This is an optimization exercise on Yosys and OpenROAD, whose aim is small area and a short achievable clock period, not a production implementation.
At most, simulation tests tie the RTL to the original design; equivalence was not proved.
Power figures rest on the tool's default switching activity, not on a simulated workload.

==> flow/design.v (excerpt) <==
module Top (
    input         enable,
    input  [31:0] addr,
    input  [31:0] w_data,
    input  [1:0]  htrans,
    input  [2:0]  hsize,
    input         hwrite,
    input  [2:0]  hburst,
    input         Master_ready,
    input         Slave_ready,
    input         HCLK,
    input         HRESETn,
    input  [1:0]  hselx,
    output [31:0] data_out
    );
Size in the first run: ~7500 cells after synthesis, roughly 2700 flip-flops, roughly 110 I/O pins, about 110000 sq um of cells after synthesis.
clock: 8.0 ns
lec_check: 0
cap_margin: 20
core_margin: 2
core_utilization: 45
cts_cluster_diameter: 60
cts_cluster_size: 24
place_density: 0.6
setup_slack_margin: 3.5
slew_margin: 20
standard.sh (not shown) runs the stock make flow with config.mk's settings and CLKGATE_MAP_FILE= SYNTH_SCRIPT=/design/flow/synth_recipe.tcl, a recipe that flattens the netlist after the stock synthesis.
==> flow/flow/run.sh <==
#!/bin/bash
set -euo pipefail
export SYNTH_KEEP_MODULES="Multiplexor"
export BUFFER_PORTS_ARGS="-buffer_cell sky130_fd_sc_hd__buf_4"
bash standard.sh > standard.log 2>&1
Next try:
==> flow/run.sh (new file) <==
#!/bin/bash
# synth_recipe.tcl (not shown) runs the flow's synth.tcl, then flattens the netlist and writes it again
# the make line also repeats each setting of config.mk as NAME=value (left out here)
make -C /OpenROAD-flow-scripts/flow DESIGN_CONFIG=/design/flow/config.mk WORK_HOME=/design/flow/orfs CLKGATE_MAP_FILE= SYNTH_SCRIPT=/design/flow/synth_recipe.tcl finish
removed: flow/flow/run.sh
removed: flow/standard.sh
The changed run completed with no timing, DRC or antenna violations.
Final cell count drops by 4.3%.
Sequential share of layout area rose by 0.96 points.
Power decreases by 8.8%.
Clock skew shrinks by 0.0037 ns.
Via count shrinks by 5.6%.
No functional check of the RTL was part of any run of this note.

Top, a different RTL version from the one above (not shown whole).
Size: about 7,300 cells after synthesis, roughly 110 I/O pins.
==> flow/config.mk <==
export PLATFORM = sky130hd
export DESIGN_NAME = Top
export DESIGN_NICKNAME = Top
export VERILOG_FILES = /design/flow/design.v
export SDC_FILE = /design/flow/constraint.sdc
export NUM_CORES = 4
export LEC_CHECK = 0
export CAP_MARGIN = 20
export CORE_MARGIN = 2
export CORE_UTILIZATION = 45
export CTS_CLUSTER_DIAMETER = 70
export CTS_CLUSTER_SIZE = 30
export PLACE_DENSITY = 0.6
export SETUP_SLACK_MARGIN = 4.2
export SLEW_MARGIN = 20
==> flow/constraint.sdc <==
create_clock -name core_clock -period 8.0 [get_ports {HCLK}]
set_input_delay 1.6000 -clock core_clock [delete_from_list [all_inputs] [get_ports {HCLK}]]
set_output_delay 1.6000 -clock core_clock [all_outputs]
set_load 0.01 [all_outputs]
==> flow/flow/run.sh <==
#!/bin/bash
set -euo pipefail
export SYNTH_KEEP_MODULES="Multiplexor"
export BUFFER_PORTS_ARGS="-buffer_cell sky130_fd_sc_hd__buf_4"
bash standard.sh > standard.log 2>&1
Next try:
SETUP_SLACK_MARGIN = 3.5   (was 4.2)
The new run finished clean.
Worst setup slack is about the same.
Count of clock-buffer cells in the layout is unchanged.
Total power went down by a few percent.
Core utilization falls by 1.5 points.
Cell count shrinks slightly.

Top again, from the RTL that the note above started with.
export LEC_CHECK = 0
export CAP_MARGIN = 10
export CORE_MARGIN = 2
export CORE_UTILIZATION = 45
export CTS_CLUSTER_DIAMETER = 70
export CTS_CLUSTER_SIZE = 30
export PLACE_DENSITY = 0.6
export SETUP_SLACK_MARGIN = 3.5
export SLEW_MARGIN = 10
create_clock -name core_clock -period 8.0 [get_ports {HCLK}]
Scripts as last shown in full above: flow/flow/run.sh
The starting point ran to the end with no violations.
Next try:
CAP_MARGIN = 20   (was 10)
CTS_CLUSTER_DIAMETER = 60   (was 70)
CTS_CLUSTER_SIZE = 24   (was 30)
SLEW_MARGIN = 20   (was 10)
Clock power came out higher by a few percent.
Die area does not change.
Maximum frequency hardly moves.
Setup slack barely changes.
Worst hold slack is about the same.
Total power came out higher slightly.
Sequential power is about the same.

## before
Another version of the RTL of Top (not shown whole).
Size: about 6,800 cells after synthesis, ~2,700 flip-flops, ~110 I/O pins, about 100,000 sq um of cells after synthesis.
==> flow/config.mk <==
export PLATFORM = sky130hd
export DESIGN_NAME = Top
export DESIGN_NICKNAME = Top
export VERILOG_FILES = /design/flow/design.v
export SDC_FILE = /design/flow/constraint.sdc
export NUM_CORES = 4
export LEC_CHECK = 0
export CAP_MARGIN = 20
export CORE_MARGIN = 2
export CORE_UTILIZATION = 45
export CTS_CLUSTER_DIAMETER = 60
export CTS_CLUSTER_SIZE = 24
export PLACE_DENSITY = 0.6
export SETUP_SLACK_MARGIN = 3.5
export SLEW_MARGIN = 20
==> flow/constraint.sdc <==
create_clock -name core_clock -period 8.0 [get_ports {HCLK}]
set_input_delay 1.6000 -clock core_clock [delete_from_list [all_inputs] [get_ports {HCLK}]]
set_output_delay 1.6000 -clock core_clock [all_outputs]
set_load 0.01 [all_outputs]
run.sh (not shown) runs the stock make flow with config.mk's settings and CLKGATE_MAP_FILE= SYNTH_SCRIPT=/design/flow/synth_recipe.tcl, a recipe that flattens the netlist after the stock synthesis.
Stock flow here: none of the scripts above is used.
### before -> after
diff --git a/flow/config.mk b/flow/config.mk
--- a/flow/config.mk
+++ b/flow/config.mk
@@ -9,6 +9,4 @@
 export CORE_MARGIN = 2
 export CORE_UTILIZATION = 45
-export CTS_CLUSTER_DIAMETER = 60
-export CTS_CLUSTER_SIZE = 24
 export PLACE_DENSITY = 0.6
 export SETUP_SLACK_MARGIN = 3.5
Findings:
- Taking before as the reference point, the worst-skew pair later-pin latency of after rises by 0.08 ns.
- In after, vias per cell is lower than in before.
- after leaves less setup margin than before.
- Compared with before, after ends up with a larger final cell area.
No functional check of the RTL was part of any run of this note.

==> what the ideal ports hide <==
In the flow no input, the clock included, has a driving cell. The finished layouts below were timed again as built, in two steps.
Step 1, drivers: a clkbuf_16 drives HCLK and a buf_2 each remaining input, both assumed.
Step 2 adds t to the input delays and takes it off the output delays; t is the mean of the earliest and latest rising clock arrival at the registers after step 1. Input paths then give back, and output paths get back, about the clock's delay inside the block.
Slacks: ideal ports / drivers / drivers and shift; pairs: ideal ports / drivers.
run	t, ns	setup WS [ns]	worst setup path after step 2	worst register clock-pin slew, ns	worst slew at a driven data input, ns
the first run of note 1	0.960	3.326 / 3.019 / 2.537	input to register	0.10 / 0.10	0.35
the second run of note 1	0.980	2.548 / 2.029 / 2.029	input to output	0.10 / 0.10	0.61
the first run of note 2	0.947	3.316 / 3.071 / 2.572	input to register	0.12 / 0.12	0.30
the second run of note 2	0.958	3.317 / 2.977 / 2.565	input to register	0.12 / 0.12	0.43
the first run of note 3	0.956	3.298 / 3.002 / 2.583	input to register	0.12 / 0.12	0.42
the second run of note 3	0.964	3.296 / 2.928 / 2.563	input to register	0.10 / 0.10	0.42
before	0.956	2.602 / 2.310 / 2.310	input to output	0.10 / 0.10	0.32
after	1.025	2.595 / 2.315 / 2.315	input to output	0.06 / 0.06	0.30
After both steps setup and hold are still met in every run listed. The setup slack of the first run of note 1, which loses most, moves by -0.307 ns with the drivers and by -0.789 ns with both steps.
